Context: an optimization exercise on an open-source flow, tuned for small area, a short achievable clock period and few clock cycles per item. The choices shown serve that exercise and are no tape-out recipe.
RTL that was checked went through simulation tests only; none was proved equivalent to the original.
Power and IR drop assume default switching activity.

==> try-fjord <==
## sum_stationary
module sum_stationary #(
  parameter int DATA_WIDTH = 8,
  parameter int N = 4,
  parameter int C_DATA_WIDTH = (2 * DATA_WIDTH) + $clog2(N),
  parameter int COUNTER_BITS = 16,
  parameter int LEN_BITS = 12      
) (
  input                             clk,
  input                             reset,
  input                             a_input_valid,
  input                             b_input_valid,
  input                             output_ready,
  output                            input_ready,
  output logic                      output_valid,
  input                             output_by_row,
  input        [COUNTER_BITS-1:0]   len_input,
  input        [N*DATA_WIDTH-1:0]   a_data,
  input        [N*DATA_WIDTH-1:0]   b_data,
  output logic [N*C_DATA_WIDTH-1:0] c_data_streaming
);
  localparam int DW = DATA_WIDTH;
  localparam int CW = C_DATA_WIDTH;
  logic               in_first;    
  logic [LEN_BITS-1:0] rem;        
  logic               rem_is1;     
  logic               v_r, f_r, l_r;    
  logic [N*DW-1:0]    a_r, b_r;
  logic               full;        
  logic [1:0]         beat;        
  logic               by_row_r;
  logic out_xfer;
  assign out_xfer = full && output_ready && !reset;
  assign input_ready = !in_first ||
                       (!(v_r && l_r) && (!full || (beat == 2'd3 && output_ready)));
  logic hs;
  ...
Settings: LEC_CHECK=0, ABC_CLOCK_PERIOD_IN_PS=3000, CAP_MARGIN=20, CORE_MARGIN=2, CORE_UTILIZATION=40, PLACE_DENSITY=0.6, SETUP_SLACK_MARGIN=2.6, SLEW_MARGIN=20; clock period 6.0 ns.
run.sh (not shown) runs the stock make flow with config.mk's settings and CLKGATE_MAP_FILE= SYNTH_SCRIPT=/design/flow/synth_recipe.tcl, a recipe that flattens the netlist after the stock synthesis.
==> inputs of try-yarrow, as changes to try-fjord <==
- ABC_CLOCK_PERIOD_IN_PS: 3000 -> not set
- SETUP_SLACK_MARGIN: 2.6 -> not set
==> qor summary <==
item	try-fjord	try-yarrow
Weighted congestion at the end of routability-driven global placement	0.9139	0.9614
Worst setup slack after placement	785.7 ps	684.6 ps
RSZ-0062 raised after global routing	yes	no
Crit Path Max Fanout	14	17
Logic depth of the worst path, buffers included	19	16
Final net count	8447	7977
Fraction of cell area in non-clock buffers	11.65%	4.394%
Total cell area at the placement stage	60680 sq um	59710 sq um
Hold worst-path end	rem_is1$_SDFFE_PP0P_	rem[6]$_SDFFE_PP0P_
Hpwl dp	136.7 mm	136.6 mm
Result of the run	complete, no violations	complete, no violations
Sequential power	5170 uW	4850 uW
Stage delay of the slowest cell on the critical path	530 ps	810 ps
Core Util, Final	53.24%	44.37%
Worst setup startpoint	f_r$_SDFF_PP0_	a_r[29]$_SDFF_PN0_
Function was not checked in any run of this note: the RTL went through the layout flow alone.

========
==> branch ember <==
sum_stationary, a different RTL version from the one above (not shown whole).
clock: 6.0 ns
lec_check: 0
abc_area: 1
cap_margin: 20
core_margin: 2
core_utilization: 40
place_density: 0.6
setup_slack_margin: 1.5
slew_margin: 20
==> inputs of branch fjord, as changes to branch ember <==
--- a/flow/design.v
+++ b/flow/design.v
@@ -1,15 +1,14 @@
 module sum_stationary #(
   parameter int DATA_WIDTH = 8,
   parameter int N = 4,
   parameter int C_DATA_WIDTH = (2 * DATA_WIDTH) + $clog2(N),
   parameter int COUNTER_BITS = 16,
-  parameter int LEN_BITS = 12,     
-  parameter int SPLIT = 13         
+  parameter int LEN_BITS = 12      
 ) (
   input                             clk,
   input                             reset,
   input                             a_input_valid,
   input                             b_input_valid,
   input                             output_ready,
   output                            input_ready,
   output logic                      output_valid,
@@ -73,41 +72,32 @@
     for (int c = 0; c < N; c++)
       for (int k = 0; k < 4; k++) begin
         s1_r[4*c+k] <= hs && b_data[c*DW + 2*k +: 2] == 2'd1;
         s2_r[4*c+k] <= hs && b_data[c*DW + 2*k +: 2] == 2'd2;
         s3_r[4*c+k] <= hs && b_data[c*DW + 2*k +: 2] == 2'd3;
       end
   end
   logic [CW-1:0] acc [N][N];
-  logic          cp [N][N];
-  logic [CW-1:0] res [N][N];      
   generate
     genvar i, j;
     for (i = 0; i < N; i++) begin : row
       for (j = 0; j < N; j++) begin : col
         logic [CW-1:0] acc_in, acc_nx;
-        logic cp_nx;
         assign acc_in = f_r ? {CW{1'b0}} : acc[i][j];
-        assign res[i][j] = {acc[i][j][CW-1:SPLIT] + cp[i][j], acc[i][j][SPLIT-1:0]};
         ss_mac18 u_mac (
-          .cp(!f_r && cp[i][j]),
-          .co(cp_nx),
           .a(a_r[i*DW +: DW]),
           .t(t_r[i*10 +: 10]),
           .s1(s1_r[4*j +: 4]),
           .s2(s2_r[4*j +: 4]),
           .s3(s3_r[4*j +: 4]),
           .c(acc_in),
           .y(acc_nx)
         );
-        always_ff @(posedge clk) begin
-          acc[i][j] <= acc_nx;
-          cp[i][j]  <= cp_nx;
-        end
+        always_ff @(posedge clk) acc[i][j] <= acc_nx;
       end
     end
   endgenerate
   always_ff @(posedge clk) begin
     if (reset) begin
       full <= 1'b0;
       b0   <= 1'b1;
       rs   <= '0;
@@ -120,26 +110,26 @@
       end
       if (v_r && l_r) full <= 1'b1;
       else if (out_xfer && last_beat) full <= 1'b0;
     end
   end
   assign output_valid = full;
   always_comb begin
     for (int e = 0; e < N; e++) begin
-      c_data_streaming[e*CW +: CW] = b0 ? (output_by_row ? res[0][e] : res[e][0]) : '0;
+      c_data_streaming[e*CW +: CW] = b0 ? (output_by_row ? acc[0][e] : acc[e][0]) : '0;
       for (int r = 1; r < N; r++) begin
         c_data_streaming[e*CW +: CW] = c_data_streaming[e*CW +: CW]
                                       | ({CW{rs[r]}} & acc[r][e])
                                       | ({CW{cs[r]}} & acc[e][r]);
       end
     end
   end
 endmodule
-module ss_mac18 (input [7:0] a, input [9:0] t, input [3:0] s1, input [3:0] s2, input [3:0] s3, input [17:0] c, input cp, output co, output [17:0] y);
+module ss_mac18 (input [7:0] a, input [9:0] t, input [3:0] s1, input [3:0] s2, input [3:0] s3, input [17:0] c, output [17:0] y);
   wire t1, t2, t3, t4, t5, t6, t7, t8, t9, t10, t11, t12, t13, t14, t15, t16, t17, t18, t19, t20, t21, t22, t23, t24, t25, t26, t27, t28, t29, t30, t31, t32, t33, t34, t35, t36, t37, t38, t39, t40, t41, t42, t43, t44, t45, t46, t47, t48, t49, t50, t51, t52, t53, t54, t55, t56, t57, t58, t59, t60;
   assign t1 = ((s1[0] & a[6]) | (s2[0] & a[5]) | (s3[0] & t[6])) ^ ((s1[1] & a[4]) | (s2[1] & a[3]) | (s3[1] & t[4]));
   assign t2 = ((s1[0] & a[6]) | (s2[0] & a[5]) | (s3[0] & t[6])) & ((s1[1] & a[4]) | (s2[1] & a[3]) | (s3[1] & t[4]));
   assign t3 = ((s1[0] & a[7]) | (s2[0] & a[6]) | (s3[0] & t[7])) ^ ((s1[1] & a[5]) | (s2[1] & a[4]) | (s3[1] & t[5])) ^ ((s1[2] & a[3]) | (s2[2] & a[2]) | (s3[2] & t[3]));
   assign t4 = (((s1[0] & a[7]) | (s2[0] & a[6]) | (s3[0] & t[7])) & ((s1[1] & a[5]) | (s2[1] & a[4]) | (s3[1] & t[5]))) | (((s1[0] & a[7]) | (s2[0] & a[6]) | (s3[0] & t[7])) & ((s1[2] & a[3]) | (s2[2] & a[2]) | (s3[2] & t[3]))) | (((s1[1] & a[5]) | (s2[1] & a[4]) | (s3[1] & t[5])) & ((s1[2] & a[3]) | (s2[2] & a[2]) | (s3[2] & t[3])));
   assign t5 = ((s2[0] & a[7]) | (s3[0] & t[8])) ^ ((s1[1] & a[6]) | (s2[1] & a[5]) | (s3[1] & t[6])) ^ ((s1[2] & a[4]) | (s2[2] & a[3]) | (s3[2] & t[4]));
   assign t6 = (((s2[0] & a[7]) | (s3[0] & t[8])) & ((s1[1] & a[6]) | (s2[1] & a[5]) | (s3[1] & t[6]))) | (((s2[0] & a[7]) | (s3[0] & t[8])) & ((s1[2] & a[4]) | (s2[2] & a[3]) | (s3[2] & t[4]))) | (((s1[1] & a[6]) | (s2[1] & a[5]) | (s3[1] & t[6])) & ((s1[2] & a[4]) | (s2[2] & a[3]) | (s3[2] & t[4])));
   assign t7 = ((s3[0] & t[9])) ^ ((s1[1] & a[7]) | (s2[1] & a[6]) | (s3[1] & t[7])) ^ ((s1[2] & a[5]) | (s2[2] & a[4]) | (s3[2] & t[5]));
@@ -161,18 +151,18 @@
   assign t23 = ((s1[3] & a[3]) | (s2[3] & a[2]) | (s3[3] & t[3])) ^ c[9] ^ t7;
   assign t24 = (((s1[3] & a[3]) | (s2[3] & a[2]) | (s3[3] & t[3])) & c[9]) | (((s1[3] & a[3]) | (s2[3] & a[2]) | (s3[3] & t[3])) & t7) | (c[9] & t7);
   assign t25 = ((s1[3] & a[4]) | (s2[3] & a[3]) | (s3[3] & t[4])) ^ c[10] ^ t9;
   assign t26 = (((s1[3] & a[4]) | (s2[3] & a[3]) | (s3[3] & t[4])) & c[10]) | (((s1[3] & a[4]) | (s2[3] & a[3]) | (s3[3] & t[4])) & t9) | (c[10] & t9);
   assign t27 = ((s1[3] & a[5]) | (s2[3] & a[4]) | (s3[3] & t[5])) ^ c[11] ^ t11;
   assign t28 = (((s1[3] & a[5]) | (s2[3] & a[4]) | (s3[3] & t[5])) & c[11]) | (((s1[3] & a[5]) | (s2[3] & a[4]) | (s3[3] & t[5])) & t11) | (c[11] & t11);
   assign t29 = ((s2[2] & a[7]) | (s3[2] & t[8])) ^ ((s1[3] & a[6]) | (s2[3] & a[5]) | (s3[3] & t[6])) ^ c[12];
   assign t30 = (((s2[2] & a[7]) | (s3[2] & t[8])) & ((s1[3] & a[6]) | (s2[3] & a[5]) | (s3[3] & t[6]))) | (((s2[2] & a[7]) | (s3[2] & t[8])) & c[12]) | (((s1[3] & a[6]) | (s2[3] & a[5]) | (s3[3] & t[6])) & c[12]);
-  assign t31 = ((s3[2] & t[9])) ^ ((s1[3] & a[7]) | (s2[3] & a[6]) | (s3[3] & t[7])) ^ c[13];
-  assign t32 = (((s3[2] & t[9])) & ((s1[3] & a[7]) | (s2[3] & a[6]) | (s3[3] & t[7]))) | (((s3[2] & t[9])) & c[13]) | (((s1[3] & a[7]) | (s2[3] & a[6]) | (s3[3] & t[7])) & c[13]);
+  assign t31 = ((s3[2] & t[9])) ^ ((s1[3] & a[7]) | (s2[3] & a[6]) | (s3[3] & t[7]));
+  assign t32 = ((s3[2] & t[9])) & ((s1[3] & a[7]) | (s2[3] & a[6]) | (s3[3] & t[7]));
   assign t33 = ((s1[0] & a[2]) | (s2[0] & a[1]) | (s3[0] & t[2])) ^ ((s1[1] & a[0]) | (s3[1] & t[0]));
   assign t34 = ((s1[0] & a[2]) | (s2[0] & a[1]) | (s3[0] & t[2])) & ((s1[1] & a[0]) | (s3[1] & t[0]));
   assign t35 = ((s1[0] & a[3]) | (s2[0] & a[2]) | (s3[0] & t[3])) ^ ((s1[1] & a[1]) | (s2[1] & a[0]) | (s3[1] & t[1])) ^ c[3];
   assign t36 = (((s1[0] & a[3]) | (s2[0] & a[2]) | (s3[0] & t[3])) & ((s1[1] & a[1]) | (s2[1] & a[0]) | (s3[1] & t[1]))) | (((s1[0] & a[3]) | (s2[0] & a[2]) | (s3[0] & t[3])) & c[3]) | (((s1[1] & a[1]) | (s2[1] & a[0]) | (s3[1] & t[1])) & c[3]);
   assign t37 = ((s1[2] & a[0]) | (s3[2] & t[0])) ^ c[4] ^ t13;
   assign t38 = (((s1[2] & a[0]) | (s3[2] & t[0])) & c[4]) | (((s1[2] & a[0]) | (s3[2] & t[0])) & t13) | (c[4] & t13);
   assign t39 = c[5] ^ t15 ^ t14;
   assign t40 = (c[5] & t15) | (c[5] & t14) | (t15 & t14);
@@ -185,21 +175,18 @@
   assign t47 = t6 ^ t23 ^ t22;
   assign t48 = (t6 & t23) | (t6 & t22) | (t23 & t22);
   assign t49 = t8 ^ t25 ^ t24;
   assign t50 = (t8 & t25) | (t8 & t24) | (t25 & t24);
   assign t51 = t10 ^ t27 ^ t26;
   assign t52 = (t10 & t27) | (t10 & t26) | (t27 & t26);
   assign t53 = t12 ^ t29 ^ t28;
   assign t54 = (t12 & t29) | (t12 & t28) | (t29 & t28);
-  assign t55 = cp ^ t31 ^ t30;
-  assign t56 = (cp & t31) | (cp & t30) | (t31 & t30);
+  assign t55 = c[13] ^ t31 ^ t30;
+  assign t56 = (c[13] & t31) | (c[13] & t30) | (t31 & t30);
   assign t57 = ((s2[3] & a[7]) | (s3[3] & t[8])) ^ c[14] ^ t32;
   assign t58 = (((s2[3] & a[7]) | (s3[3] & t[8])) & c[14]) | (((s2[3] & a[7]) | (s3[3] & t[8])) & t32) | (c[14] & t32);
   assign t59 = ((s3[3] & t[9])) ^ c[15];
   assign t60 = ((s3[3] & t[9])) & c[15];
   wire [17:0] r0 = {c[17], c[16], t59, t57, t55, t53, t51, t49, t47, t45, t43, t41, t39, t37, t35, c[2], ((s1[0] & a[1]) | (s2[0] & a[0]) | (s3[0] & t[1])), ((s1[0] & a[0]) | (s3[0] & t[0]))};
   wire [17:0] r1 = {1'b0, t60, t58, t56, t54, t52, t50, t48, t46, t44, t42, t40, t38, t36, t34, t33, c[1], c[0]};
-  wire [13:0] ylo = r0[12:0] + r1[12:0];
-  assign y[12:0] = ylo[12:0];
-  assign co = ylo[13];
-  assign y[17:13] = r0[17:13] + r1[17:13];
+  assign y = r0 + r1;
 endmodule
==> flow/config.mk (replaced) <==
export PLATFORM = sky130hd
export DESIGN_NAME = sum_stationary
export DESIGN_NICKNAME = sum_stationary
export VERILOG_FILES = /design/flow/design.v
export SDC_FILE = /design/flow/constraint.sdc
export NUM_CORES = 4
export LEC_CHECK = 0
export CAP_MARGIN = 20
export CORE_MARGIN = 2
export CORE_UTILIZATION = 40
export PLACE_DENSITY = 0.6
export SLEW_MARGIN = 20
==> comparison table <==
| metric | branch ember | branch fjord |
|---|---|---|
| Worst skew pair latency | 0.74 ns | 0.71 ns |
| Multi-input gate share of the layout cell area | 63.3% | 64.5% |
| Worst Setup End Kind | primary output | flop |
| Worst hold slack | 0.476 ns | 0.482 ns |
| Tapcells | 1600 | 1512 |
| Switching power | 9.08 mW | 7.88 mW |
| Post-route worst setup slack | 1.44 ns | 0.851 ns |
| Maximum fanout along the worst path | 21 | 17 |
| Fraction of area in non-clock buffers | 5.95% | 6.12% |
| Number of cells produced by synthesis | 6640 | 5253 |
| Sum of internal, switching and leakage power | 18.6 mW | 17.7 mW |
| # placed instances | 8165 | 6692 |
| Die area | 123000 um2 | 119000 um2 |
| Run status | timing/DRC/antenna clean | timing/DRC/antenna clean |
| Fraction of post-synthesis cell area in the top cell type by area | 18.6% | 18.5% |
| Net count after synthesis | 7567 | 6150 |
| GR met2 Demand/Resource | 54.1% | 44.9% |
| Count of cells along the worst register-to-register path | 12 | 16 |
Testbench counts of branch ember, summed over its fixed seeds: cycles 5,211, tiles 128.
No functional check of the RTL was part of branch fjord.

[what the ideal ports hide]
How much do the figures lean on ideal ports? The routed layouts below were timed once more, with nothing changed but the port constraints. Step 1 (the two cells are an assumption about what drives the block):
set clk [get_ports {clk}]
set_driving_cell -lib_cell sky130_fd_sc_hd__clkbuf_16 $clk
set_driving_cell -lib_cell sky130_fd_sc_hd__buf_2 [delete_from_list [all_inputs] $clk]
Step 2, shift: input delay + t, output delay - t, t = (earliest + latest rising clock arrival at the registers) / 2. This alone moves slack from input paths to output paths. Slacks: ideal ports / drivers / drivers and shift; pairs: ideal ports / drivers.
run	t (ns)	setup WS [ns]	worst setup path at the end	slew at the worst register clock pin (ns)
try-fjord	0.759	1.295 / 1.295 / 1.295	register to register	0.07 / 0.07
try-yarrow	0.741	0.584 / 0.584 / 0.584	register to register	0.07 / 0.07
branch ember	0.802	1.444 / 1.362 / 1.447	input to output	0.07 / 0.07
branch fjord	0.766	0.851 / 0.851 / 0.851	register to register	0.07 / 0.07
After both steps every run listed still meets setup and hold.
